Context: an optimization exercise on an open-source flow, tuned for small area. The choices shown serve that exercise and are no tape-out recipe.
Function was checked by simulation only, so behaviour that the tests miss may differ from the original.
In every run shown here, the design's own scripts or RTL, not TritonCTS, make the clock network.
The clock input has no modelled driver; a real chip could not lean on it and would need a root buffer or a full tree.
Power and IR drop assume default switching activity.

$ cat flow/flow/run.sh
#!/bin/bash
# Own layout flow: the standard ORFS flow (standard.sh) with
#  - synthesis: synth_recipe.tcl unchanged except the ABC mapping step, which
#    tries the area-oriented scripts area*.abc and keeps the smallest result
#    (ABC only maps combinational logic; registers are untouched);
#  - no adder extraction (ADDER_MAP_FILE empty), left to ABC;
#  - the smallest buffer (buf_1) for the port buffers;
#  - a one-level clock distribution (manual_cts.tcl, run as the PRE_CTS hook)
#    of four clkbuf_8 in place of TritonCTS's two-level H-tree.
# Each tool's full output goes to a log file in the work folder.
set -euo pipefail
W=$(pwd)
F=$W/flow

{
  head -1 $W/synth_recipe.tcl
  cat <<EOT
proc abc {args} {
  set i [lsearch \$args -script]
  set base [lreplace \$args \$i [expr {\$i + 1}]]
  set libs {}
  foreach k [lsearch -all \$args -liberty] { lappend libs -liberty [lindex \$args [expr {\$k + 1}]] }
  yosys design -save pre_abc
  set best ""
  foreach sc [lsort [glob $F/area*.abc]] {
    yosys design -load pre_abc
    yosys abc -script \$sc {*}\$base
    set out [tee -q -s result.string stat {*}\$libs]
    if {![regexp {Chip area for module '[^']*': ([0-9.]+)} \$out -> a]} { set a 1e9 }
    puts "ABC script \$sc: area \$a"
    if {\$best eq "" || \$a < \$best} { set best \$a; yosys design -save best_abc }
  }
  yosys design -load best_abc
  puts "ABC best area \$best"
}
EOT
  tail -n +2 $W/synth_recipe.tcl
} > $W/area_synth.tcl

ARGS=(
  SYNTH_SCRIPT=$W/area_synth.tcl
  ADDER_MAP_FILE=
  "BUFFER_PORTS_ARGS=-buffer_cell sky130_fd_sc_hd__buf_1"
  PRE_CTS_TCL=$F/manual_cts.tcl
  FLOW_CTS_CELL=sky130_fd_sc_hd__clkbuf_8
  FLOW_CTS_GROUPS=4
)

bash $W/standard.sh "${ARGS[@]}" synth > $W/flow_synth.log 2>&1
bash $W/standard.sh "${ARGS[@]}" finish > $W/flow_finish.log 2>&1
$ cat flow/flow/area00.abc
strash
dch
amap
topo
$ cat flow/flow/area01.abc
strash
&get -n
&deepsyn -T 40 -S 1
&put
dch
amap
topo
$ cat flow/flow/area02.abc
strash
&get -n
&deepsyn -T 40 -S 2
&put
dch
amap
topo
$ cat flow/flow/area03.abc
strash
&get -n
&deepsyn -T 40 -S 3
&put
dch
amap
topo
$ cat flow/flow/area05.abc
strash
&get -n
&deepsyn -T 40 -S 5
&put
dch
amap
topo
$ cat flow/flow/area07.abc
strash
&get -n
&deepsyn -T 40 -S 7
&put
dch
amap
topo
$ cat flow/flow/area11.abc
strash
&get -n
&deepsyn -T 40 -S 11
&put
dch
amap
topo
$ cat flow/flow/area13.abc
strash
&get -n
&deepsyn -T 40 -S 13
&put
dch
amap
topo
$ cat flow/flow/area17.abc
strash
&get -n
&deepsyn -T 40 -S 17
&put
dch
amap
topo
$ cat flow/flow/area19.abc
strash
&get -n
&deepsyn -T 40 -S 19
&put
dch
amap
topo
$ cat flow/flow/manual_cts.tcl
# PRE_CTS hook of the own flow. The design has few registers, so instead of
# TritonCTS's H-tree the clock is distributed in one level: the register
# clock pins are split into FLOW_CTS_GROUPS groups by position (k-means,
# deterministic start) and each group is driven by one FLOW_CTS_CELL clock
# buffer placed at the group's centre (legalised by the detailed placement
# that cts.tcl runs next). The clock port feeds only these buffers. The
# buffers are balanced by construction (one level, similar loads); no
# register's clock is delayed on purpose.
proc my_clock_buffers {cell k} {
  set block [ord::get_db_block]
  set master [[ord::get_db] findMaster $cell]
  set clknet [$block findNet clk_50MHz]
  set its {}
  set xs {}
  set ys {}
  foreach it [$clknet getITerms] {
    set loc [[$it getInst] getLocation]
    lappend its $it
    lappend xs [lindex $loc 0]
    lappend ys [lindex $loc 1]
  }
  set n [llength $its]
  set order [lsort -integer -indices [lmap x $xs y $ys {expr {$x + $y}}]]
  set cx {}
  set cy {}
  for {set j 0} {$j < $k} {incr j} {
    set idx [lindex $order [expr {int(($j + 0.5) * $n / $k)}]]
    lappend cx [lindex $xs $idx]
    lappend cy [lindex $ys $idx]
  }
  for {set iter 0} {$iter < 50} {incr iter} {
    set asg {}
    foreach x $xs y $ys {
      set best 0
      set bd 1e30
      for {set j 0} {$j < $k} {incr j} {
        set d [expr {abs($x - [lindex $cx $j]) + abs($y - [lindex $cy $j])}]
        if {$d < $bd} { set bd $d; set best $j }
      }
      lappend asg $best
    }
    set sx [lrepeat $k 0]
    set sy [lrepeat $k 0]
    set sn [lrepeat $k 0]
    foreach x $xs y $ys a $asg {
      lset sx $a [expr {[lindex $sx $a] + $x}]
      lset sy $a [expr {[lindex $sy $a] + $y}]
      lset sn $a [expr {[lindex $sn $a] + 1}]
    }
    for {set j 0} {$j < $k} {incr j} {
      if {[lindex $sn $j] > 0} {
        lset cx $j [expr {[lindex $sx $j] / [lindex $sn $j]}]
        lset cy $j [expr {[lindex $sy $j] / [lindex $sn $j]}]
      }
    }
  }
  for {set j 0} {$j < $k} {incr j} {
    if {[lindex $sn $j] == 0} continue
    set inst [odb::dbInst_create $block $master my_clkbuf_$j]
    set net [odb::dbNet_create $block my_clknet_$j]
    $net setSigType CLOCK
    foreach it $its a $asg {
      if {$a == $j} { $it disconnect; $it connect $net }
    }
    [$inst findITerm A] connect $clknet
    [$inst findITerm X] connect $net
    $inst setLocation [lindex $cx $j] [lindex $cy $j]
    $inst setPlacementStatus PLACED
    puts "bench clock buffer my_clkbuf_$j ($cell) drives [lindex $sn $j] register clock pins"
  }
}

rename clock_tree_synthesis my_tritoncts_unused
proc clock_tree_synthesis {args} {
  my_clock_buffers $::env(FLOW_CTS_CELL) $::env(FLOW_CTS_GROUPS)
}
$ cat flow/standard.sh
#!/bin/bash
# synth_recipe.tcl (not shown) runs the flow's synth.tcl, then flattens the netlist and writes it again
# the make line also repeats each setting of config.mk as NAME=value (left out here)
make -C /OpenROAD-flow-scripts/flow DESIGN_CONFIG=/design/flow/config.mk WORK_HOME=/design/flow/orfs CLKGATE_MAP_FILE= SYNTH_SCRIPT=/design/flow/synth_recipe.tcl "${@:-finish}"
$ cat flow/config.mk
export PLATFORM = sky130hd
export DESIGN_NAME = top_park
export DESIGN_NICKNAME = top_park
export VERILOG_FILES = /design/flow/design.v
export SDC_FILE = /design/flow/constraint.sdc
export NUM_CORES = 4
export LEC_CHECK = 0
export ABC_AREA = 1
export CAP_MARGIN = 20
export CORE_MARGIN = 2
export CORE_UTILIZATION = 40
export SLEW_MARGIN = 20
$ cat flow/constraint.sdc
create_clock -name core_clock -period 10.0 [get_ports {clk_50MHz}]
set_input_delay 2.0000 -clock core_clock [delete_from_list [all_inputs] [get_ports {clk_50MHz}]]
set_output_delay 2.0000 -clock core_clock [all_outputs]
set_load 0.01 [all_outputs]
$ cat flow/design.v
module top_park(
    input clk_50MHz,
    input reset,
    input [4:0] token_input,   
    input entry_sensor,
    input exit_sensor,
    input entry_btn_raw,       
    input exit_btn_raw,        
    output [6:0] HEX0, HEX1, HEX2, HEX3, HEX4, HEX5,   
    output reg [3:0] state,        
    output reg [4:0] token_code    
);
localparam S_0 = 7'b1000000, S_1 = 7'b1111001, S_2 = 7'b0100100, S_9 = 7'b0010000,
           S_P = 7'b0001100, S_R = 7'b0101111, S_E = 7'b0000110, S_S = 7'b0010010,
           S_O = 7'b1000000, S_N = 7'b0101011, S_C = 7'b1000110, S_L = 7'b1000111,
           S_T = 7'b0000111, S_BLANK = 7'b1111111;
reg [3:0] div;
wire tick = (div == 4'b1101);                      
always @(posedge clk_50MHz or posedge reset)
    if (reset) div <= 4'd0;
    else       div <= {div[2:0], div[3] ^ div[2] ^ ~|div[2:0]};
wire s3 = state[3], s2 = state[2], s1 = state[1], s0 = state[0];
wire st_wait   = ~s3 & ~s2 & ~s1 & ~s0;
wire st_entry  = ~s2 & ~s1 &  s0;
wire st_token  = ~s2 &  s1 & ~s0;
wire st_close_e =  s2 & ~s1 & ~s0;
wire st_exit   =  s2 & ~s1 &  s0;
reg btn_low;
wire btn_raw = s2 ? exit_btn_raw : entry_btn_raw;
always @(posedge clk_50MHz)
    btn_low <= (btn_low | ~(div[2] | div[0])) & (~btn_raw | (div[2] & div[1]));
reg [2:0]  timer;             
reg [3:0]  slots_q;           
reg [4:0]  lfsr;
reg [4:0]  wr_tok;            
wire car_in  = ~entry_sensor;
wire car_out = ~exit_sensor;
wire exit_go = btn_low & car_out;
wire [3:0] q = slots_q;
wire seg_u0 = ~q[2] & ~q[1];
wire seg_u1 = ~q[3] & q[2] & ~q[0];
wire seg_u2 = q[2] & q[0];
wire seg_u3 = q[3] & ~q[1] | ~q[3] & ~q[2] & ~q[0];
wire seg_u4 = ~(~q[3] & q[0] | q[2] & q[1]);
wire seg_u5 = ~(q[3] & ~q[1] | ~q[2] & q[0] | q[2] & ~q[0]);
wire seg_u6 = q[3] & q[2] | ~q[3] & ~q[2] & ~q[0];
wire seg_a0 = q[2] & ~q[1] | ~q[3] & ~q[2] & q[0];
wire seg_a1 = q[3] & ~q[2] & ~q[0];
wire seg_a2 = ~q[3] & ~q[2] & q[1] & ~q[0];
wire seg_a3 = ~q[3] & q[0] | q[2] & ~q[1];
wire seg_a4 = q[2] | ~q[3] & q[0] | q[3] & ~q[1];
wire seg_a5 = ~q[3] & q[1];
wire seg_a6 = q[0];
wire u_zero = q[3] & q[2];
wire u_full = q[3] & q[0];
wire q_inc0 = ~q[3] & ~q[2];
wire q_dec0 = q[3] & q[1];
wire q_inc1 = ~q[3];
wire q_dec1 = ~q[2];
wire q_inc2 = ~q[1];
wire q_dec2 = q[1] & ~q[0] | ~q[3] & ~q[2] & ~q[1];
wire q_inc3 = q[0] | q[3] & ~q[2] & q[1];
wire q_dec3 = ~q[1];
wire st_open_x = s2 & s1 & ~s0;
reg [15:0] ring0, ring1;
wire head = &(wr_tok[3:0] ^ div);
wire tok_clear = u_zero & ~s2;
wire set0 = st_close_e & head & ~wr_tok[4];
wire set1 = st_close_e & head &  wr_tok[4];
wire clr0 = st_open_x & head & ~wr_tok[4];
wire clr1 = st_open_x & head &  wr_tok[4];
always @(posedge clk_50MHz) begin
    ring0 <= {ring0[14:0], ~tok_clear & (set0 | ring0[15] & ~clr0)};
    ring1 <= {ring1[14:0], ~tok_clear & (set1 | ring1[15] & ~clr1)};
end
wire [4:0] addr = s0 ? token_input : lfsr;        
always @(posedge clk_50MHz)
    if (st_token | st_exit) wr_tok <= addr;
wire [31:0] tok_vec;
genvar g;
localparam [63:0] PLACE_AT_TICK = {4'd6, 4'd5, 4'd4, 4'd1, 4'd3, 4'd13, 4'd0, 4'd11, 4'd7, 4'd2, 4'd14, 4'd12, 4'd8, 4'd15, 4'd9, 4'd10};
generate for (g = 0; g < 16; g = g + 1) begin : tv
    if (g == 0) assign tok_vec[0] = 1'b0;          
    else        assign tok_vec[g] = ring0[PLACE_AT_TICK[4*g +: 4]];
    assign tok_vec[g + 16] = ring1[PLACE_AT_TICK[4*g +: 4]];
end endgenerate
wire hit = tok_vec[addr];
reg done;
always @(*) begin
    if (s3) done = timer[1] & timer[0];                         
    else case (state[2:0])
        3'd2:    done = hit ? &timer : timer[1];                
        3'd3, 3'd4, 3'd6, 3'd7: done = timer[2] & timer[0];     
        default: done = 1'b1;                                   
    endcase
end
reg [3:0] nstate;
always @(*) begin
    if (s3) nstate = done ? 4'd0 : 4'd8;
    else case (state[2:0])
        3'd0: nstate = (car_in & ~u_full) ? 4'd1 : (car_out & ~u_zero) ? 4'd5 : 4'd0;
        3'd1: nstate = ~car_in ? 4'd0 : btn_low ? 4'd2 : 4'd1;
        3'd2: nstate = ~done ? 4'd2 : hit ? 4'd8 : 4'd3;
        3'd3: nstate = done ? 4'd4 : 4'd3;
        3'd4: nstate = done ? 4'd0 : 4'd4;
        3'd5: nstate = exit_go ? (hit ? 4'd6 : 4'd8) : ~car_out ? 4'd0 : 4'd5;
        3'd6: nstate = done ? 4'd7 : 4'd6;
        3'd7: nstate = done ? 4'd0 : 4'd7;
    endcase
end
always @(posedge clk_50MHz)
    timer <= (tick & done) ? 3'd0 : timer + {2'b00, tick};
wire count = done & s2 & (s1 ~^ s0);     
always @(posedge clk_50MHz or posedge reset) begin
    if (reset) begin
        state      <= 4'd0;
        slots_q    <= 4'd14;
        lfsr       <= 5'b00001;
        token_code <= 5'b00001;
    end else if (tick) begin
        state <= nstate;
        if (st_entry & car_in & btn_low)
            lfsr <= {lfsr[3:0], lfsr[4] ^ lfsr[2]};
        if (st_token & ~hit)
            token_code <= lfsr;
        if (count)
            slots_q <= s1 ? {q_dec3, q_dec2, q_dec1, q_dec0} : {q_inc3, q_inc2, q_inc1, q_inc0};
    end
end
wire [6:0] seg_u = {seg_u6, seg_u5, seg_u4, seg_u3, seg_u2, seg_u1, seg_u0};
wire [6:0] seg_a = {seg_a6, seg_a5, seg_a4, seg_a3, seg_a2, seg_a1, seg_a0};
wire [4:0] t = token_code;
assign HEX5[0] = ~s2 & s1 & ~s0;
assign HEX5[1] = ~(~s2 & s0 | ~s3 & ~s2 & ~s1 | s2 & s1 & ~s0);
assign HEX5[2] = ~(~s2 & s1 & s0 | s2 & s1 & ~s0 | ~s3 & ~s2 & ~s1 & ~s0);
assign HEX5[3] = ~s2 & ~s1 & s0 | ~s2 & s1 & ~s0;
assign HEX5[4] = ~s3 & ~s2 & ~s0;
assign HEX5[5] = ~s2 & s1 & ~s0;
assign HEX5[6] = s1 | s2 & ~s0;
assign HEX4[0] = ~s1 | s2 & s0 | ~s2 & ~s0 & t[4];
assign HEX4[1] = ~s1 | s2 & s0;
assign HEX4[2] = ~(~s2 & s1 & ~s0 | s2 & ~s1 & s0);
assign HEX4[3] = ~(s2 & ~s1 & ~s0 | s2 & s1 & s0 | ~s2 & s1 & ~s0 & ~t[4]);
assign HEX4[4] = ~(s3 | s2 | s0 | s1 & ~t[4]);
assign HEX4[5] = ~(s2 & ~s0 | s1 & s0 | s1 & ~t[4]);
assign HEX4[6] = ~s3 & ~s2 & ~s0 | ~s3 & ~s1 & ~s0 | s2 & s1 & s0;
assign HEX3[0] = ~s2 & ~s1 & ~s0 | ~s2 & ~s0 & t[3] | s2 & ~s1 & s0;
assign HEX3[1] = ~(~s2 & s1 & ~s0 | s2 & ~s1 & ~s0 | s2 & s1 & s0);
assign HEX3[2] = ~(~s2 & s1 & ~s0 | s2 & ~s1 & ~s0 | s2 & s1 & s0);
assign HEX3[3] = ~(s2 | s0 | s1 & ~t[3]);
assign HEX3[4] = ~(s3 | s2 | s0 | s1 & ~t[3]);
assign HEX3[5] = ~(s2 | s0 | s1 & ~t[3]);
assign HEX3[6] = ~s3 & ~s2 & ~s0 | ~s3 & ~s1 & ~s0 | s2 & s1 & s0;
assign HEX2[0] = ~s2 & s1 & s0 | ~s2 & s1 & t[2] | s2 & s1 & ~s0 | ~s3 & ~s2 & ~s1 & ~s0 & seg_a0;
assign HEX2[1] = s2 | s0 | ~s3 & ~s1 & seg_a1;
assign HEX2[2] = s2 & ~s1 & s0 | ~s3 & ~s2 & ~s1 & ~s0 & seg_a2;
assign HEX2[3] = ~s2 & s1 & s0 | ~s2 & s1 & t[2] | s2 & s1 & ~s0 | ~s3 & ~s2 & ~s1 & ~s0 & seg_a3;
assign HEX2[4] = ~s2 & ~s1 & s0 | s2 & ~s1 & ~s0 | s2 & s1 & s0 | ~s3 & ~s2 & ~s1 & seg_a4 | ~s2 & s1 & ~s0 & t[2];
assign HEX2[5] = ~s2 & s1 & s0 | ~s2 & s1 & t[2] | s2 & s1 & ~s0 | ~s3 & ~s2 & ~s1 & ~s0 & seg_a5;
assign HEX2[6] = ~(s2 | s0 | ~s3 & ~s1 & ~seg_a6);
assign HEX1[0] = ~(s2 & s1 | s2 & ~s0 | ~s2 & ~s1 & s0 | s1 & ~s0 & ~t[1]);
assign HEX1[1] = ~s1 | s2 & s0;
assign HEX1[2] = s2 | ~s1 & ~s0;
assign HEX1[3] = ~(s2 & s1 | s2 & ~s0 | ~s2 & ~s1 & s0 | s1 & ~s0 & ~t[1]);
assign HEX1[4] = ~(s3 | s2 | s1 & ~s0 & ~t[1]);
assign HEX1[5] = ~(~s2 & ~s1 & s0 | s2 & ~s1 & ~s0 | s2 & s1 & s0 | ~s2 & s1 & ~s0 & ~t[1]);
assign HEX1[6] = ~s2 & s1 | ~s3 & ~s2 & ~s0;
assign HEX0[0] = ~(~s2 & s1 & ~s0 & ~t[0] | ~s3 & ~s2 & ~s1 & ~s0 & ~seg_u0);
assign HEX0[1] = s3 | s2 | s0 | ~s1 & seg_u1;
assign HEX0[2] = s3 | s2 | s0 | ~s1 & seg_u2;
assign HEX0[3] = ~(~s2 & s1 & ~s0 & ~t[0] | ~s3 & ~s2 & ~s1 & ~s0 & ~seg_u3);
assign HEX0[4] = ~(~s2 & s1 & ~s0 & ~t[0] | ~s3 & ~s2 & ~s1 & ~s0 & ~seg_u4);
assign HEX0[5] = ~(~s2 & s1 & ~s0 & ~t[0] | ~s3 & ~s2 & ~s1 & ~s0 & ~seg_u5);
assign HEX0[6] = ~(~s3 & ~s2 & ~s1 & ~s0 & ~seg_u6);
endmodule
==> results of run 1 <==
-- through the flow --
| step | total power [mW] | hold WS (ps) |
|---|---|---|
| finish | 0.605 | 327 |
| global route | 0.643 | 338 |
| CTS | 0.589 | 320 |
| detailed placement | 0.513 | 320 |
| global placement | 0.515 | 313 |
| floorplan | 0.447 | 310 |
-- registers in the layout, summed over array words and instances (netlist names) --
signal and cells:
btn_low 1, div 4, lfsr 5, ring0 16
ring1 16, slots_q 4, state 4, timer 3
token_code 5, wr_tok 5
-- power breakdown --
part | switching (mW) | internal, mW | leakage (nW) | total, mW
clock network | 0.0594 | 0.0370 | 0.0288 | 0.0964
registers | 0.0196 | 0.272 | 0.586 | 0.291
logic | 0.150 | 0.0674 | 0.453 | 0.217
-- final cells by class --
cell class | instances | area, µm² | share of cell area (%)
flip-flops and latches | 63 | 1430 | 47.6
multi-input cells | 197 | 1030 | 34.3
repair buffers | 62 | 236 | 7.89
inverters | 41 | 154 | 5.13
well taps | 77 | 96.3 | 3.21
plain buffers | 4 | 55.1 | 1.84
-- worst max-delay path by stage --
stage	slack, ps	cells after the start	to
after floorplan	5160	16	slots_q[2]
after detailed placement	4570	17	slots_q[2]
after global placement	4650	17	slots_q[2]
after global routing	4280	17	slots_q[2]
final	4690	17	slots_q[2]
after CTS	4560	17	slots_q[2]
-- placed cells by master (no fill, tap or decap), drive strengths merged, types with 10 or more instances in the layout --
master	Yosys	layout
buf	11	62
nor3	10	10
dfrtp	17	17
a21oi	16	16
dfxtp	36	36
clkinv	41	41
o22ai	15	15
o21ai	21	21
nand2	24	24
nor2	60	60
-- worst register-to-register path, cell delays in order, from the launching register on --
cell                       delay, ps
sky130_fd_sc_hd__dfrtp_1         690
sky130_fd_sc_hd__clkinv_1        560
sky130_fd_sc_hd__o22ai_1         390
sky130_fd_sc_hd__clkinv_1        200
sky130_fd_sc_hd__nor2_1          440
sky130_fd_sc_hd__a222oi_1        170
sky130_fd_sc_hd__and3_1          200
sky130_fd_sc_hd__o21ai_0         150
sky130_fd_sc_hd__a31oi_1         200
sky130_fd_sc_hd__a31oi_1         210
sky130_fd_sc_hd__nor3_1           80
sky130_fd_sc_hd__a31o_1          230
sky130_fd_sc_hd__nor2_1          300
sky130_fd_sc_hd__clkinv_1        180
sky130_fd_sc_hd__nand2_1         220
sky130_fd_sc_hd__clkinv_1        120
sky130_fd_sc_hd__a222oi_1        300
sky130_fd_sc_hd__clkinv_1        110
-- cells by family after synthesis --
logic type | Yosys count | share of synthesized area [%]
AOI/OAI and AO/OA | 83 | 20.2
DFF | 63 | 53.0
and+or+nand+nor | 114 | 18.0
buffers and inverters | 52 | 8.78
-- cells in the mapped netlist (all sizes together) --
| cell | n | share of area [%] |
|---|---|---|
| nor4 | 3 | 0.70 |
| dfxtp | 36 | 27 |
| and3 | 6 | 1.4 |
| nor2b | 1 | 0.23 |
| a31oi | 3 | 0.70 |
| buf | 11 | 3.1 |
| edfxtp | 5 | 5.6 |
| a2111oi | 3 | 0.98 |
| a221o | 1 | 0.37 |
| dfstp | 5 | 4.9 |
| a21oi | 16 | 3.0 |
| nand4 | 1 | 0.23 |
| a32oi | 2 | 0.65 |
| clkinv | 41 | 5.7 |
| a31o | 1 | 0.33 |
| o22ai | 15 | 3.5 |
| nor2 | 60 | 8.4 |
| nor3 | 10 | 1.9 |
| o21a | 3 | 0.84 |
| a211oi | 3 | 0.84 |
| or2 | 4 | 0.93 |
| a222oi | 6 | 2.2 |
| o21ai | 21 | 3.9 |
| a21o | 1 | 0.28 |
| o221a | 1 | 0.42 |
| a221oi | 4 | 1.3 |
| nand3 | 5 | 0.93 |
| o211ai | 1 | 0.28 |
| a311oi | 1 | 0.33 |
| nand2 | 24 | 3.3 |
| dfrtp | 17 | 16 |
| o22a | 1 | 0.33 |
-- routing by layer --
layer / global-route usage [%] / wire length (µm)
met2: 28.5 / 3010
met4: 1.59 / 56
met1: 27.0 / 3240
met3: 1.15 / 361
met5: 0 / 0
==> PnR_summary.wiki, run 1 <==
{| class="wikitable"
! Metric !! Value
|-
| Critical path required time || 10060 ps
|-
| Hold Violations, Final || 0
|-
| Fmax || 188 MHz
|-
| Worst setup skew after layout || 26.7 ps
|-
| Crit path launch || token_input[0]
|-
| I/O Pins || 62
|-
| Flip-flop and latch count after synthesis || 63
|-
| Rows || 29
|-
| Placed Cells || 440
|-
| Total global routing track utilization || 17.7%
|-
| Antenna violations before repair || 0
|-
| Hold Crit Class || reg2reg
|-
| Endpoint type of the worst setup path || register
|-
| Cells after synthesis || 312
|-
| Area of the die || 0.00740 mm²
|-
| Setup slack after placement || 4570 ps
|-
| Largest incremental delay on the critical path || 440 ps
|-
| Width of the die || 86.0 µm
|-
| Register area share after synthesis || 53.0%
|-
| Number of buffer and inverter stages on the critical path || 5
|-
| Utilization after layout || 46.7%
|-
| Routed via count || 2393
|-
| Global-route wire length before repair || 10.9 mm
|-
| Setup slack of the most critical reg-to-reg path || 5170 ps
|-
| Tcrit/Tclk final || 53.1%
|-
| Final routed wirelength across all metal layers || 6.66 mm
|-
| Max-cap check violation count || 0
|-
| Nature of the critical path startpoint || input port
|-
| Library cell appearing most often on the critical path || sky130_fd_sc_hd__clkinv_1
|-
| Pwr Density || 202 mW/mm²
|-
| Source of the worst hold timing path || ring1[2]
|-
| Final HPWL from detailed placement || 5.15 mm
|-
| Cell area after synthesis || 0.00269 mm²
|-
| Core area || 0.00642 mm²
|-
| Path depth of the worst reg2reg path || 17
|-
| Synth Warn # || 1
|-
| Maximum number of pins on one net before global-route repair || 23
|-
| Total negative setup slack || 0 ps
|-
| Total nets after synthesis || 323
|-
| Post-DP Area || 0.00294 mm²
|-
| Yosys cell types || 32
|-
| Total global routing overflow || 0
|-
| Number of nets with antenna violations after detailed routing || 0
|-
| Initial core utilization || 41.9%
|-
| Setup ws final || 4690 ps
|-
| Number of diodes added for antenna fixing || 0
|-
| Minimum period implied by the final worst setup slack || 5310 ps
|-
| Worst path arrival time || 5370 ps
|-
| Post-CTS clock slew at the launch and capture registers of the worst setup and hold paths || 110 ps
|-
| Outcome || no timing/DRC/antenna violations
|-
| Initial DRC Count || 150
|-
| Area added between synthesis and finish || 11.3%
|-
| P_leak || 1.07 nW
|-
| Setup Viol. Count Final || 0
|-
| Kind of cell with the highest combined delay on the critical path || compound AO/OA/AOI/OAI gates
|-
| Worst Tran Pin Value || 812 ps
|-
| Via count of the first global-routing pass || 2258
|-
| Relative slew slack || 45.6%
|-
| Critical path class || in2reg
|-
| Area of all placed cells without fillers || 0.00300 mm²
|-
| DR WL/cell || 15.0 µm
|-
| DIE HEIGHT || 86.0 µm
|-
| Mean area per synthesized cell || 8.63 µm²
|-
| Final-layout fill cell count || 639
|-
| Buffers inserted during post-CTS setup optimization || 0
|-
| Launch point of the worst reg-to-reg path || state[0]
|-
| IR Drop Worst-Case VDD || 0.159 mV
|-
| Cts-stage hold buffer count || 0
|-
| Master of the slowest instance on the critical path || sky130_fd_sc_hd__nor2_1
|-
| Depth of the worst hold-timing path || 0
|-
| Unrepaired setup endpoints after global routing || false
|-
| Finished Layout Cells || 444
|-
| Biggest fanout along the worst timing path || 8
|-
| Hold path endpoint || ring1[3]
|-
| Number of vias per cell || 5.39
|-
| RD Place Congestion || 0.859
|-
| Fraction of final layout cells sized beyond drive strength 1 || 2.72%
|-
| Pre-antenna DRT Iters || 4
|-
| Clock latency on the worst-skew pair || 160 ps
|-
| Remaining DRCs || 0
|-
| Count of final max-slew check failures || 0
|-
| Cells resized by post-CTS repair || 0
|-
| Critical path, cell by cell || buf_1 > o22ai_1 > clkinv_1 > nor2_1 > a222oi_1 > and3_1 > o21ai_0 > a31oi_1 > a31oi_1 > nor3_1 > a31o_1 > nor2_1 > clkinv_1 > nand2_1 > clkinv_1 > a222oi_1 > clkinv_1
|-
| # port buffers || 61
|-
| Final Net Count || 380
|-
| R2r endpoint || slots_q[2]
|}
==> inputs of run 2 (changes only) <==
==> flow/flow/run.sh (replaced) <==
#!/bin/bash
# Own layout flow: the standard ORFS flow (standard.sh) with
#  - synthesis: synth_recipe.tcl unchanged except the ABC mapping step, which
#    maps with each area-oriented script in seeds.txt (four at a time) and
#    keeps the smallest result (ABC only maps combinational logic; registers
#    are untouched);
#  - no adder extraction (ADDER_MAP_FILE empty), left to ABC;
#  - the smallest buffer (buf_1) for the port buffers;
#  - a one-level clock distribution (manual_cts.tcl, run as the PRE_CTS hook)
#    of four clkbuf_8 in place of TritonCTS's two-level H-tree.
# Each tool's full output goes to a log file in the work folder.
set -euo pipefail
W=$(pwd)
F=$W/flow

{
  head -1 $W/synth_recipe.tcl
  echo "source $F/parallel_abc.tcl"
  tail -n +2 $W/synth_recipe.tcl
} > $W/area_synth.tcl

ARGS=(
  SYNTH_SCRIPT=$W/area_synth.tcl
  FLOW_FLOW_DIR=$F
  FLOW_ABC_DIR=$W/abc_runs
  ADDER_MAP_FILE=
  "BUFFER_PORTS_ARGS=-buffer_cell sky130_fd_sc_hd__buf_1"
  PRE_CTS_TCL=$F/manual_cts.tcl
  FLOW_CTS_CELL=sky130_fd_sc_hd__clkbuf_8
  FLOW_CTS_GROUPS=4
)

bash $W/standard.sh "${ARGS[@]}" synth > $W/flow_synth.log 2>&1
bash $W/standard.sh "${ARGS[@]}" finish > $W/flow_finish.log 2>&1
==> flow/flow/parallel_abc.tcl (new file) <==
# Sourced by the flow's synthesis script (area_synth.tcl) before ORFS's
# synth.tcl. Replaces the abc command that synth.tcl calls once to map the
# combinational logic: the same pre-ABC netlist is mapped with each ABC script
# line of seeds.txt (plain amap and deepsyn with several seeds), four runs at
# a time in separate yosys processes, and the netlist with the smallest cell
# area is kept. Registers are not touched by ABC.
proc abc {args} {
  set flowdir $::env(FLOW_FLOW_DIR)
  set ys [expr {[info exists ::env(YOSYS_EXE)] ? $::env(YOSYS_EXE) : "yosys"}]
  set d $::env(FLOW_ABC_DIR)
  set i [lsearch $args -script]
  set base [lreplace $args $i [expr {$i + 1}]]
  set libs {}
  foreach k [lsearch -all $args -liberty] {
    lappend libs -liberty [lindex $args [expr {$k + 1}]]
  }
  file mkdir $d
  yosys write_rtlil $d/pre_abc.il
  set fh [open $flowdir/seeds.txt]
  set lines [split [string trim [read $fh]] "\n"]
  close $fh
  set n [llength $lines]
  for {set k 0} {$k < $n} {incr k} {
    set f [open $d/run$k.abc w]
    puts $f [string map {";" "\n"} [lindex $lines $k]]
    close $f
  }
  for {set j 0} {$j < $n} {incr j 4} {
    set cmd ""
    for {set k $j} {$k < $n && $k < $j + 4} {incr k} {
      set p "read_rtlil $d/pre_abc.il; abc -script $d/run$k.abc $base;"
      append p " tee -q -o $d/run$k.stat stat $libs; write_rtlil $d/run$k.il"
      append cmd "$ys -q -l $d/run$k.log -p '$p' > /dev/null 2>&1 & "
    }
    append cmd "wait"
    exec sh -c $cmd
  }
  set best ""
  set bestn -1
  for {set k 0} {$k < $n} {incr k} {
    set a ""
    if {[file exists $d/run$k.stat] && [file exists $d/run$k.il]} {
      set f [open $d/run$k.stat]
      set out [read $f]
      close $f
      regexp {Chip area for module '[^']*': ([0-9.]+)} $out -> a
    }
    puts "ABC run $k ([lindex $lines $k]): area $a"
    if {$a ne "" && ($best eq "" || $a < $best)} {
      set best $a
      set bestn $k
    }
  }
  if {$bestn < 0} {
    error "no ABC run finished"
  }
  puts "ABC best: run $bestn, area $best"
  yosys design -reset
  yosys read_rtlil $d/run$bestn.il
}
==> flow/flow/seeds.txt (new file) <==
strash;dch;amap;topo
strash;&get -n;&deepsyn -T 40 -S 1;&put;dch;amap;topo
strash;&get -n;&deepsyn -T 40 -S 2;&put;dch;amap;topo
strash;&get -n;&deepsyn -T 40 -S 3;&put;dch;amap;topo
strash;&get -n;&deepsyn -T 40 -S 5;&put;dch;amap;topo
strash;&get -n;&deepsyn -T 40 -S 7;&put;dch;amap;topo
strash;&get -n;&deepsyn -T 40 -S 11;&put;dch;amap;topo
strash;&get -n;&deepsyn -T 40 -S 13;&put;dch;amap;topo
strash;&get -n;&deepsyn -T 40 -S 17;&put;dch;amap;topo
strash;&get -n;&deepsyn -T 40 -S 19;&put;dch;amap;topo
strash;&get -n;&deepsyn -T 40 -S 21;&put;dch;amap;topo
strash;&get -n;&deepsyn -T 40 -S 23;&put;dch;amap;topo
strash;&get -n;&deepsyn -T 40 -S 29;&put;dch;amap;topo
strash;&get -n;&deepsyn -T 40 -S 31;&put;dch;amap;topo
strash;&get -n;&deepsyn -T 40 -S 37;&put;dch;amap;topo
strash;&get -n;&deepsyn -T 40 -S 41;&put;dch;amap;topo
strash;&get -n;&deepsyn -T 40 -S 43;&put;dch;amap;topo
strash;&get -n;&deepsyn -T 40 -S 47;&put;dch;amap;topo
strash;&get -n;&deepsyn -T 40 -S 53;&put;dch;amap;topo
strash;&get -n;&deepsyn -T 40 -S 59;&put;dch;amap;topo
strash;&get -n;&deepsyn -T 40 -S 61;&put;dch;amap;topo
strash;&get -n;&deepsyn -T 40 -S 67;&put;dch;amap;topo
strash;&get -n;&deepsyn -T 40 -S 71;&put;dch;amap;topo
strash;&get -n;&deepsyn -T 40 -S 73;&put;dch;amap;topo
strash;&get -n;&deepsyn -T 40 -S 79;&put;dch;amap;topo
strash;&get -n;&deepsyn -T 40 -S 83;&put;dch;amap;topo
strash;&get -n;&deepsyn -T 40 -S 89;&put;dch;amap;topo
strash;&get -n;&deepsyn -T 40 -S 97;&put;dch;amap;topo
removed: flow/flow/area00.abc
removed: flow/flow/area01.abc
removed: flow/flow/area02.abc
removed: flow/flow/area03.abc
removed: flow/flow/area05.abc
removed: flow/flow/area07.abc
removed: flow/flow/area11.abc
removed: flow/flow/area13.abc
removed: flow/flow/area17.abc
removed: flow/flow/area19.abc
==> PnR_summary.wiki, run 2 <==
{| class="wikitable"
! Metric !! Value
|-
| Worst Tran Pin Value || 811 ps (-1.07 ps)
|-
| Master of the slowest instance on the critical path || sky130_fd_sc_hd__nor2_1
|-
| Cts-stage hold buffer count || 0 (unchanged)
|-
| Final routed wirelength across all metal layers || 6.71 mm (+0.75%)
|-
| Total nets after synthesis || 326 (+0.93%)
|-
| Largest registers || ring0 x16, ring1 x16
|-
| Largest incremental delay on the critical path || 470 ps (+30 ps)
|-
| Commonest non-fill, non-tap cell in the layout || sky130_fd_sc_hd__buf_1
|-
| Register area share after synthesis || 52.6% (-0.39 points)
|-
| Max-cap check violation count || 0 (unchanged)
|-
| Worst setup skew after layout || 9.43 ps (-17.2 ps)
|-
| Outcome || no timing/DRC/antenna violations
|-
| Number of nets with antenna violations after detailed routing || 0 (unchanged)
|-
| Finished Layout Cells || 449 (+1.1%)
|-
| Remaining DRCs || 0 (unchanged)
|-
| Hold Crit Class || reg2reg
|-
| IR Drop Worst-Case VDD || 0.107 mV (-33%)
|-
| Number of vias per cell || 5.42 (+0.62%)
|-
| Depth of the worst hold-timing path || 0 (unchanged)
|-
| Number of synthesized flops with an enable pin || 5 (unchanged)
|-
| DR WL/cell || 14.9 µm (-0.37%)
|-
| Count of final max-slew check failures || 0 (unchanged)
|-
| Critical path required time || 10080 ps (+20 ps)
|-
| Kind of cell with the highest combined delay on the critical path || compound AO/OA/AOI/OAI gates
|-
| Antenna violations before repair || 0 (unchanged)
|-
| Flip-flop and latch count after synthesis || 63 (unchanged)
|-
| DIE HEIGHT || 86.4 µm (+0.35%)
|-
| Pwr Density || 141 mW/mm² (-30%)
|-
| Total global routing track utilization || 17.6% (-0.096 points)
|-
| Prevailing post-synth register cell || sky130_fd_sc_hd__dfxtp_1
|-
| Path depth of the worst reg2reg path || 17 (unchanged)
|-
| Cell with the most instances after synthesis || sky130_fd_sc_hd__nor2_1
|-
| Biggest fanout along the worst timing path || 8 (unchanged)
|-
| Total global routing overflow || 0 (unchanged)
|-
| Clock latency on the worst-skew pair || 150 ps (about the same)
|-
| Post-CTS clock slew at the launch and capture registers of the worst setup and hold paths || 90 ps (-20 ps)
|-
| Fmax || 183 MHz (-2.5%)
|-
| Setup Viol. Count Final || 0 (unchanged)
|-
| Routed via count || 2435 (+1.8%)
|-
| Nature of the critical path startpoint || input port
|-
| Via count of the first global-routing pass || 2244 (-0.62%)
|-
| Cell area after synthesis || 0.00271 mm² (+0.74%)
|-
| Buffers inserted during post-CTS setup optimization || 0 (unchanged)
|-
| Yosys cell types || 35 (+9.4%)
|-
| Core area || 0.00668 mm² (+4.0%)
|-
| Final-layout fill cell count || 678 (+6.1%)
|-
| Hold Violations, Final || 0 (unchanged)
|-
| Maximum number of pins on one net before global-route repair || 23 (unchanged)
|-
| Met3 WL post-DR || 415 µm (+15%)
|-
| RD Place Congestion || 0.928 (+8.0%)
|-
| Worst path arrival time || 5530 ps (+160 ps)
|-
| Final HPWL from detailed placement || 5.19 mm (+0.84%)
|-
| Initial DRC Count || 183 (+22%)
|-
| Area of the die || 0.00746 mm² (+0.71%)
|-
| Post-route met1 wirelength || 3.19 mm (-1.6%)
|-
| Unrepaired setup endpoints after global routing || false
|-
| Tcrit/Tclk final || 54.5% (+1.4 points)
|-
| Width of the die || 86.4 µm (+0.35%)
|-
| Rows || 30 (+3.4%)
|-
| Minimum period implied by the final worst setup slack || 5450 ps (+138 ps)
|-
| DR WL met2 || 3.01 mm (+0.23%)
|-
| Highest metal layer used by the detailed router || met4
|-
| Number of buffer and inverter stages on the critical path || 3 (-2)
|-
| Fraction of final layout cells sized beyond drive strength 1 || 2.44% (-0.29 points)
|-
| Commonest cells after routing, fill and taps aside || 61 x sky130_fd_sc_hd__buf_1, 58 x sky130_fd_sc_hd__nor2_1, 49 x sky130_fd_sc_hd__clkinv_1
|-
| Proportion of netlist area held by the largest area contributor || 26.6% (-0.20 points)
|-
| Area added between synthesis and finish || 11.1%
|-
| P_leak || 1.11 nW (+3.7%)
|-
| Library cell appearing most often on the critical path || sky130_fd_sc_hd__nor2_1
|-
| Async S/R FF share, synth || 34.9% (unchanged)
|-
| Endpoint type of the worst setup path || register
|-
| Cells after synthesis || 315 (+0.96%)
|-
| # port buffers || 61 (unchanged)
|-
| Cell type contributing the most total cell area after synthesis || sky130_fd_sc_hd__dfxtp_1
|-
| Final Net Count || 382 (+0.53%)
|-
| Global-route wire length before repair || 10.8 mm (-1.1%)
|-
| Cells resized by post-CTS repair || 0 (unchanged)
|-
| I/O Pins || 62 (unchanged)
|-
| Critical path class || in2reg
|-
| Commonest cells post-synth || 58 x sky130_fd_sc_hd__nor2_1, 49 x sky130_fd_sc_hd__clkinv_1, 36 x sky130_fd_sc_hd__dfxtp_1
|-
| Relative slew slack || 45.6% (+0.072 points)
|-
| Critical path, cell by cell || buf_1 > o22ai_1 > clkinv_1 > nor2_1 > a222oi_1 > a32oi_1 > nor2_1 > o32ai_1 > nor3_1 > nor4_1 > nor2_1 > nand2_1 > clkinv_1 > o21bai_1 > or3_1 > a221oi_1 > a221o_1
|-
| Synth Warn # || 1 (unchanged)
|-
| Pre-antenna DRT Iters || 4 (unchanged)
|-
| Placed Cells || 445 (+1.1%)
|-
| Number of diodes added for antenna fixing || 0 (unchanged)
|-
| Initial core utilization || 40.6% (-1.3 points)
|-
| Area contributors post-synth || sky130_fd_sc_hd__dfxtp_1 27%, sky130_fd_sc_hd__dfrtp_1 16%, sky130_fd_sc_hd__nor2_1 8.0%
|-
| Total negative setup slack || 0 ps (unchanged)
|-
| Logic depth of the worst setup path including buffers || 17 (unchanged)
|-
| Mean area per synthesized cell || 8.61 µm² (-0.22%)
|}
==> run 2: cell types whose count changed after synthesis, sizes merged, moves of 3 or more <==
cell,previous run,this run
o21ai,21,18
nor3,10,7
o32ai,0,3
clkinv,41,49
o31ai,0,3
or2,4,1
o22ai,15,19
==> run 2: final timing paths <==
kind | end | startpoint | slack (ps)
min in group asynchronous | token_code[1] | reset | 1870
setup reg to reg | slots_q[3] | state[0] | 5080
max in group asynchronous | state[1] | reset | 7740
setup / recovery | slots_q[3] | token_input[2] | 4550
hold / removal | ring0[11] | ring0[10] | 340
hold reg to reg | ring0[11] | ring0[10] | 340
==> run 2: cell type report <==
type                            count  area [µm²]  share of cell area (%)
Timing Repair Buffer               61         229                    7.60
Multi-Input combinational cell    192        1020                    33.8
Sequential cell                    63        1430                    47.4
Tap cell                           80         100                    3.32
Buffer                              4        55.1                    1.83
Inverter                           49         184                    6.10
==> run 2: through the flow <==
| step | power, mW | util (%) | setup WS, ps | hold slack, ps | cell area, µm² |
|---|---|---|---|---|---|
| after floorplan | 0.315 | - | 5110 | 310 | 2710 |
| after detailed placement | 0.335 | 44.3 | 4430 | 318 | 2960 |
| after CTS | 0.410 | 45.1 | 4410 | 318 | 3010 |
| after global placement | 0.335 | 44.3 | 4530 | 313 | 2960 |
| final | 0.424 | 45.1 | 4550 | 338 | 3010 |
| after global routing | 0.443 | 45.1 | 4190 | 343 | 3010 |
==> run 2: layer usage <==
layer | global-route usage [%] | vias to the layer above
met3 | 1.33 | 9
met4 | 1.99 | 0
met1 | 27.6 | 1146
li1 | - | 1206
met5 | 0 | -
met2 | 27.4 | 74
==> run 2: cells by family after synthesis <==
logic type / Yosys count / synth area share (%)
AND/OR/NAND/NOR: 104 / 16.1
AO/OA/AOI/OAI: 88 / 21.4
flip-flops: 63 / 52.6
buffers and inverters: 60 / 9.82
==> run 2: power by group <==
group          switching [mW]  total, mW  internal [mW]  leakage, nW
Clock                  0.0573     0.0942         0.0369       0.0288
Combinational          0.0467     0.0695         0.0228        0.505
Sequential            0.00335      0.261          0.257        0.573
==> inputs of run 3 (changes only) <==
--- a/flow/design.v
+++ b/flow/design.v
@@ -21,9 +21,6 @@
     else       div <= {div[2:0], div[3] ^ div[2] ^ ~|div[2:0]};
 wire s3 = state[3], s2 = state[2], s1 = state[1], s0 = state[0];
-wire st_wait   = ~s3 & ~s2 & ~s1 & ~s0;
 wire st_entry  = ~s2 & ~s1 &  s0;
 wire st_token  = ~s2 &  s1 & ~s0;
-wire st_close_e =  s2 & ~s1 & ~s0;
-wire st_exit   =  s2 & ~s1 &  s0;
 reg btn_low;
 wire btn_raw = s2 ? exit_btn_raw : entry_btn_raw;
@@ -62,19 +59,16 @@
 wire q_inc3 = q[0] | q[3] & ~q[2] & q[1];
 wire q_dec3 = ~q[1];
-wire st_open_x = s2 & s1 & ~s0;
 reg [15:0] ring0, ring1;
-wire head = &(wr_tok[3:0] ^ div);
+wire head = &(wr_tok[3:0] ^ div) & s2 & ~s0;
+wire wr0 = head & ~wr_tok[4];
+wire wr1 = head &  wr_tok[4];
 wire tok_clear = u_zero & ~s2;
-wire set0 = st_close_e & head & ~wr_tok[4];
-wire set1 = st_close_e & head &  wr_tok[4];
-wire clr0 = st_open_x & head & ~wr_tok[4];
-wire clr1 = st_open_x & head &  wr_tok[4];
 always @(posedge clk_50MHz) begin
-    ring0 <= {ring0[14:0], ~tok_clear & (set0 | ring0[15] & ~clr0)};
-    ring1 <= {ring1[14:0], ~tok_clear & (set1 | ring1[15] & ~clr1)};
+    ring0 <= {ring0[14:0], wr0 ? ~s1 : ring0[15] & ~tok_clear};
+    ring1 <= {ring1[14:0], wr1 ? ~s1 : ring1[15] & ~tok_clear};
 end
 wire [4:0] addr = s0 ? token_input : lfsr;        
 always @(posedge clk_50MHz)
-    if (st_token | st_exit) wr_tok <= addr;
+    if (s2 ~^ s0) wr_tok <= addr;
 wire [31:0] tok_vec;
 genvar g;
==> PnR_summary.wiki, run 3 <==
{| class="wikitable"
! Metric !! Value
|-
| Final-layout fill cell count || 645 (-4.9%)
|-
| Fmax || 204 MHz (+11%)
|-
| Flip-flop and latch count after synthesis || 63 (unchanged)
|-
| IR Drop Worst-Case VDD || 0.109 mV (+2.2%)
|-
| # port buffers || 61 (unchanged)
|-
| Tcrit/Tclk final || 49.1% (-5.5 points)
|-
| Proportion of netlist area held by the largest area contributor || 26.7% (+0.17 points)
|-
| Rows || 29 (-3.3%)
|-
| Number of diodes added for antenna fixing || 0 (unchanged)
|-
| Total global routing overflow || 0 (unchanged)
|-
| Part of the power in combinational logic || 3.0% (-13 points)
|-
| Cells after synthesis || 307 (-2.5%)
|-
| Initial core utilization || 42.0% (+1.4 points)
|-
| Area contributors post-synth || sky130_fd_sc_hd__dfxtp_1 27%, sky130_fd_sc_hd__dfrtp_1 16%, sky130_fd_sc_hd__nor2_1 6.4%
|-
| Outcome || no timing/DRC/antenna violations
|-
| Async S/R FF share, synth || 34.9% (unchanged)
|-
| Utilization after layout || 46.6% (+1.5 points)
|-
| Worst slack on hold paths || 335 ps (-2.78 ps)
|-
| Final Net Count || 374 (-2.1%)
|-
| Number of synthesized flops with an enable pin || 5 (unchanged)
|-
| Critical path class || in2reg
|-
| Sequential fraction of design power || 70.7% (+9.3 points)
|-
| Area of all placed cells without fillers || 0.00299 mm² (-0.71%)
|-
| Biggest fanout along the worst timing path || 5 (-3)
|-
| Worst Tran Pin Value || 809 ps (-1.42 ps)
|-
| Cts-stage hold buffer count || 0 (unchanged)
|-
| Number of buffer and inverter stages on the critical path || 3 (unchanged)
|-
| I/O Pins || 62 (unchanged)
|-
| Setup ws final || 5090 ps (+546 ps)
|-
| Critical path, cell by cell || buf_1 > o22ai_1 > clkinv_1 > nor2_1 > a222oi_1 > and3_1 > a31oi_1 > a32oi_1 > nand2_1 > o211ai_1 > o2111ai_1 > o21ai_0 > nor2b_1 > o21ai_0 > clkinv_1 > a2111oi_0
|-
| Total nets after synthesis || 318 (-2.5%)
|-
| Register area share after synthesis || 53.0% (+0.34 points)
|-
| Source of the worst hold timing path || ring0[10]
|-
| DIE HEIGHT || 86.1 µm (-0.31%)
|-
| Cells resized by post-CTS repair || 0 (unchanged)
|-
| Cell with the most instances after synthesis || sky130_fd_sc_hd__nor2_1
|-
| Cell type contributing the most total cell area after synthesis || sky130_fd_sc_hd__dfxtp_1
|-
| Worst setup skew after layout || 19.7 ps (+10.3 ps)
|-
| Prevailing post-synth register cell || sky130_fd_sc_hd__dfxtp_1
|-
| Commonest cells post-synth || 46 x sky130_fd_sc_hd__nor2_1, 45 x sky130_fd_sc_hd__clkinv_1, 36 x sky130_fd_sc_hd__dfxtp_1
|-
| Count of final max-slew check failures || 0 (unchanged)
|-
| Switching share of power || 18.3% (-7.0 points)
|-
| Antenna violations before repair || 0 (unchanged)
|-
| Launch point of the worst reg-to-reg path || state[0]
|-
| Total negative setup slack || 0 ps (unchanged)
|-
| Hold Violations, Final || 0 (unchanged)
|-
| Number of vias per cell || 5.57 (+2.7%)
|-
| P_leak || 1.05 nW (-5.1%)
|-
| Final routed wirelength across all metal layers || 6.80 mm (+1.2%)
|-
| Master of the slowest instance on the critical path || sky130_fd_sc_hd__a2111oi_0
|-
| Internal power summed over all cells || 0.296 mW (-6.6%)
|-
| Met1 capacity usage during global routing || 28.1% (+0.56 points)
|-
| Mean area per synthesized cell || 8.78 µm² (+1.9%)
|-
| Core area || 0.00642 mm² (-3.9%)
|-
| Width of the die || 86.1 µm (-0.31%)
|-
| Area of the die || 0.00741 mm² (-0.61%)
|-
| Crit path launch || token_input[2]
|-
| Final HPWL from detailed placement || 5.37 mm (+3.3%)
|-
| Nature of the critical path startpoint || input port
|-
| RD Place Congestion || 0.923 (-0.50%)
|-
| Pwr Density || 121 mW/mm² (-14%)
|-
| Commonest non-fill, non-tap cell in the layout || sky130_fd_sc_hd__buf_1
|-
| Initial DRC Count || 174 (-4.9%)
|-
| Setup slack after placement || 4940 ps (+509 ps)
|-
| DR WL/cell || 15.5 µm (+3.8%)
|-
| Number of nets with antenna violations after detailed routing || 0 (unchanged)
|-
| Endpoint type of the worst setup path || register
|-
| Commonest cells after routing, fill and taps aside || 61 x sky130_fd_sc_hd__buf_1, 46 x sky130_fd_sc_hd__nor2_1, 45 x sky130_fd_sc_hd__clkinv_1
|-
| Cell area after synthesis || 0.00270 mm² (-0.65%)
|-
| Via count of the first global-routing pass || 2199 (-2.0%)
|-
| Post-DP Area || 0.00294 mm² (-0.72%)
|-
| Total global routing track utilization || 18.0% (+0.48 points)
|-
| Pre-antenna DRT Iters || 5 (+1)
|-
| Fraction of final layout cells sized beyond drive strength 1 || 2.49% (+0.054 points)
|-
| Worst path arrival time || 4940 ps (-590 ps)
|-
| Peak-usage layer in the global routing report || met2
|-
| Fraction of power consumed by the clock network || 26.3% (+4.1 points)
|-
| Minimum period implied by the final worst setup slack || 4910 ps (-546 ps)
|-
| Unrepaired setup endpoints after global routing || false
|-
| Routed via count || 2439 (+0.16%)
|-
| Relative slew slack || 45.6% (about the same)
|-
| Critical path required time || 10030 ps (-50 ps)
|-
| Remaining DRCs || 0 (unchanged)
|-
| Post-CTS clock slew at the launch and capture registers of the worst setup and hold paths || 100 ps (about the same)
|-
| Hold Crit Class || reg2reg
|-
| Largest registers || ring0 x16, ring1 x16
|-
| Global-route wire length before repair || 11.0 mm (+1.7%)
|-
| Setup Viol. Count Final || 0 (unchanged)
|-
| Kind of cell with the highest combined delay on the critical path || compound AO/OA/AOI/OAI gates
|-
| Buffers inserted during post-CTS setup optimization || 0 (unchanged)
|-
| Max-cap check violation count || 0 (unchanged)
|-
| Yosys cell types || 33 (-5.7%)
|-
| Sw power || 0.0664 mW (-38%)
|-
| Grt met3 use || 1.15% (-0.18 points)
|-
| M2 GR Usage || 28.5% (+1.1 points)
|-
| Clock latency on the worst-skew pair || 150 ps (about the same)
|-
| Area added between synthesis and finish || 11.0% (about the same)
|-
| Largest incremental delay on the critical path || 380 ps (-90 ps)
|-
| Maximum number of pins on one net before global-route repair || 23 (unchanged)
|-
| Synth Warn # || 1 (unchanged)
|}
## run 3: cell types whose count changed after synthesis, sizes merged, moves of 2 or more
cell	before	now
nor2	58	46
or2	1	7
nand2	22	27
a21oi	15	19
clkinv	49	45
a222oi	5	8
and3	5	2
a211oi	2	4
a221oi	4	2
a22oi	2	0
a31oi	3	5
nand3	4	2
o21a	5	3
o22ai	19	17
## run 3: through the flow
stage,power [mW],instances
6_report,0.363,438
5_1_grt,0.376,438
2_1_floorplan,0.269,307
3_3_place_gp,0.273,434
4_1_cts,0.347,438
3_5_place_dp,0.273,434
## run 3: final timing paths
check / to / slack [ps] / depth (start not counted)
min: ring0[11] / 340 / 0
max in group asynchronous: lfsr[0] / 7760 / 2
min reg2reg: ring0[11] / 340 / 0
max: state[2] / 5090 / 16
max reg2reg: state[2] / 5730 / 16
min in group asynchronous: div[1] / 1860 / 2
## run 3: kinds of logic after synthesis
kind of cell / synth area share, %
compound gates: 22.4
flops: 53.0
buf+inv: 9.33
simple gates: 15.3
## run 3: final cells by class
type | count | area (µm²) | area share, %
Inverter | 45 | 169 | 5.64
Timing Repair Buffer | 61 | 229 | 7.65
Sequential cell | 63 | 1430 | 47.7
Tap cell | 77 | 96.3 | 3.22
Buffer | 4 | 55.1 | 1.84
Multi-Input combinational cell | 188 | 1020 | 33.9
## run 3: worst reg2reg max path, delay by kind of cell (launching register included)
kind	cells	cell delay (ps)
AOI/OAI and AO/OA	9	1840
and+or+nand+nor	4	890
buffers and inverters	3	830
DFF	1	610
## run 3: power groups by stage
stage / Sequential, mW / Combinational, mW / Clock (mW)
6_report: 0.256 / 0.0109 / 0.0953
5_1_grt: 0.257 / 0.0124 / 0.107
4_1_cts: 0.262 / 0.0110 / 0.0746
3_5_place_dp: 0.262 / 0.0110 / 0
3_3_place_gp: 0.262 / 0.0110 / 0
2_1_floorplan: 0.262 / 0.00699 / 0
## run 3: metal layers
metal | routed length (µm) | vias up
li1 | - | 1193
met1 | 3270 | 1158
met2 | 3100 | 82
met3 | 362 | 6
met4 | 65 | 0
met5 | 0 | -

-- port drivers added, routing unchanged --
The flow's constraints put no driver on any port. The routed layouts listed below were extracted and timed again, unchanged, in two steps.
Step 1: set_driving_cell puts a clkbuf_16 on clk_50MHz and a buf_2 on each other input, an assumption about the parent block.
Step 2 adds t to the input delays and takes it off the output delays; t is the mean of the earliest and latest rising clock arrival at the registers after step 1. Input paths then give back, and output paths get back, about the clock's delay inside the block.
a / b / c = no drivers / after step 1 / after step 2; a / b = the first two.
run	t (ns)	slack for setup (ns)	worst hold slack (ns)	worst setup path at the end
run 1	0.206	4.687 / 4.721 / 4.516	0.327 / 0.327 / 0.327	input to register
run 2	0.206	4.549 / 4.588 / 4.382	0.338 / 0.338 / 0.338	input to register
run 3	0.200	5.095 / 5.107 / 4.927	0.335 / 0.335 / 0.335	input to register
After both steps setup and hold are still met in every run listed. The setup slack of run 1, which loses most, moves by +0.034 ns with the drivers and by -0.171 ns with both steps.
